What follows belongs to an exercise in optimizing a design on an open flow for small area; a production flow would make more cautious choices.
Function was checked by simulation only, so behaviour that the tests miss may differ from the original.

==> flow/design.v (excerpt) <==
module rgb2ycrcb(clk, rst, r, g, b, y, cr, cb);
	input        clk;
	input        rst;
	input  [9:0] r, g, b;
	output reg [9:0] y, cr, cb;
	reg [31:0] pa;
	reg [39:0] pb;
	reg rst1, rst2;
	wire kill = rst | rst1 | rst2;
	wire g1;
	assign g1 = r[0] & ~g[0];
	wire g2;
	gx2 ug2 (.a(r[0]), .b(g[0]), .y(g2));
	wire i3;
	assign i3 = ~g[1];
	wire s4;
	wire c5;
	fa us4 (.a(r[1]), .b(i3), .c(g1), .s(s4), .co(c5));
	wire i6;
	assign i6 = ~g[2];
	wire s7;
	wire c8;
	fa us7 (.a(r[2]), .b(i6), .c(c5), .s(s7), .co(c8));
	wire i9;
	assign i9 = ~g[3];
	wire s10;
	wire c11;
	fa us10 (.a(r[3]), .b(i9), .c(c8), .s(s10), .co(c11));
	wire i12;
	assign i12 = ~g[4];
	wire s13;
	wire c14;
	fa us13 (.a(r[4]), .b(i12), .c(c11), .s(s13), .co(c14));
	wire i15;
	assign i15 = ~g[5];
	wire s16;
	wire c17;
	fa us16 (.a(r[5]), .b(i15), .c(c14), .s(s16), .co(c17));
	wire i18;
	assign i18 = ~g[6];
	wire s19;
	wire c20;
	fa us19 (.a(r[6]), .b(i18), .c(c17), .s(s19), .co(c20));
	wire i21;
	assign i21 = ~g[7];
	wire s22;
	wire c23;
	fa us22 (.a(r[7]), .b(i21), .c(c20), .s(s22), .co(c23));
	wire i24;
	assign i24 = ~g[8];
	wire s25;
	wire c26;
	fa us25 (.a(r[8]), .b(i24), .c(c23), .s(s25), .co(c26));
	wire i27;
	assign i27 = ~g[9];
	wire s28;
	wire c29;
	fa us28 (.a(r[9]), .b(i27), .c(c26), .s(s28), .co(c29));
	wire g30;
	assign g30 = b[0] & ~g[0];
	wire g31;
	gx2 ug31 (.a(b[0]), .b(g[0]), .y(g31));
	wire s32;
	wire c33;
	fa us32 (.a(b[1]), .b(i3), .c(g30), .s(s32), .co(c33));
	wire s34;
	wire c35;
  ...
For scale: roughly 470 cells after synthesis, about 100 flip-flops, ~62 I/O pins.
Settings: LEC_CHECK=0, CAP_MARGIN=20, CORE_MARGIN=2, CORE_UTILIZATION=65, CTS_BUF_LIST=sky130_fd_sc_hd__clkbuf_8, SLEW_MARGIN=20, SYNTH_HIERARCHICAL=1, SYNTH_MINIMUM_KEEP_SIZE=0; clock period 6.0 ns.
standard.sh (not shown) runs the stock make flow with config.mk's settings and CLKGATE_MAP_FILE= SYNTH_SCRIPT=/design/flow/synth_recipe.tcl, a recipe that flattens the netlist after the stock synthesis.
==> flow/flow/run.sh <==
#!/bin/bash
# Standard ORFS layout; the only change is the cell used for the port buffers.
set -euo pipefail
bash standard.sh "BUFFER_PORTS_ARGS=-buffer_cell sky130_fd_sc_hd__buf_1" finish > make_finish.log 2>&1
The baseline produced a clean layout.
Change:
- CORE_UTILIZATION: 65 -> 40
- CTS_BUF_LIST: sky130_fd_sc_hd__clkbuf_8 -> not set
Result:
- The new run went through all stages and came out clean
- die area went up by well over a third
- design area went up by a few percent
- utilization went down by 27 points
- clock-buffer cell count went down by 3
- sequential cell count is unchanged
Change:
==> flow/flow/run.sh (replaced) <==
#!/bin/bash
# Standard ORFS layout with two changes: small port buffers, and a clock tree of small
# buffers without dummy loads.
set -euo pipefail
bash standard.sh \
  "BUFFER_PORTS_ARGS=-buffer_cell sky130_fd_sc_hd__buf_1" \
  "CTS_ARGS=-sink_clustering_enable -repair_clock_nets -buf_list sky130_fd_sc_hd__clkbuf_8 -dont_use_dummy_load" \
  finish > make_finish.log 2>&1
- CORE_UTILIZATION: 40 -> 70
After rerunning: Synthesized cell count is unchanged. Final cell count fell by 15%. Via count rose by 2.4%. Setup slack improves by 9.9 ps. Worst hold slack improves by 12 ps. Core utilization rose by 31 points. Routed wire length fell by 5.2%.
Change:
==> flow/run.sh (new file) <==
#!/bin/bash
# synth_recipe.tcl (not shown) runs the flow's synth.tcl, then flattens the netlist and writes it again
# the make line also repeats each setting of config.mk as NAME=value (left out here)
make -C /OpenROAD-flow-scripts/flow DESIGN_CONFIG=/design/flow/config.mk WORK_HOME=/design/flow/orfs CLKGATE_MAP_FILE= SYNTH_SCRIPT=/design/flow/synth_recipe.tcl finish
- CORE_UTILIZATION: 70 -> 40
removed: flow/flow/run.sh
removed: flow/standard.sh
Effect: The new run completed without violations; flip-flop and latch count does not change; die area climbs by 72%; wire length rose by about 4%; clock-buffer cell count went up by 3; via count fell by about 4%; maximum frequency goes down by 1.3%; cell area went up by 10%.

[afterwards: timing with drivers on the ports]
Ports are ideal in the flow. The routed layouts listed here were re-timed in OpenROAD.
Step 1 sets driving cells, clkbuf_16 on the clock port and buf_2 on the other inputs (assumed; they add their load-dependent delay and slew).
Step 2, shift: input delay + t, output delay - t, t = (earliest + latest rising clock arrival at the registers) / 2. This alone moves slack from input paths to output paths.
a / b / c = no drivers / after step 1 / after step 2; a / b = the first two.
run	t (ns)	setup slack, ns	hold slack, ns	worst slew at a driven data input, ns
the first run	0.389	0.898 / 0.898 / 0.785	0.383 / 0.383 / 0.383	0.03
the second run	0.384	0.844 / 0.844 / 0.735	0.375 / 0.375 / 0.375	0.03
the third run	0.386	0.854 / 0.854 / 0.750	0.387 / 0.387 / 0.387	0.03
the fourth run	0.388	0.788 / 0.809 / 0.421	0.372 / 0.372 / 0.372	0.04
After both steps setup and hold are still met in every run listed. For the fourth run, which loses most, drivers alone change the setup slack by +0.021 ns; drivers and shift together by -0.367 ns.
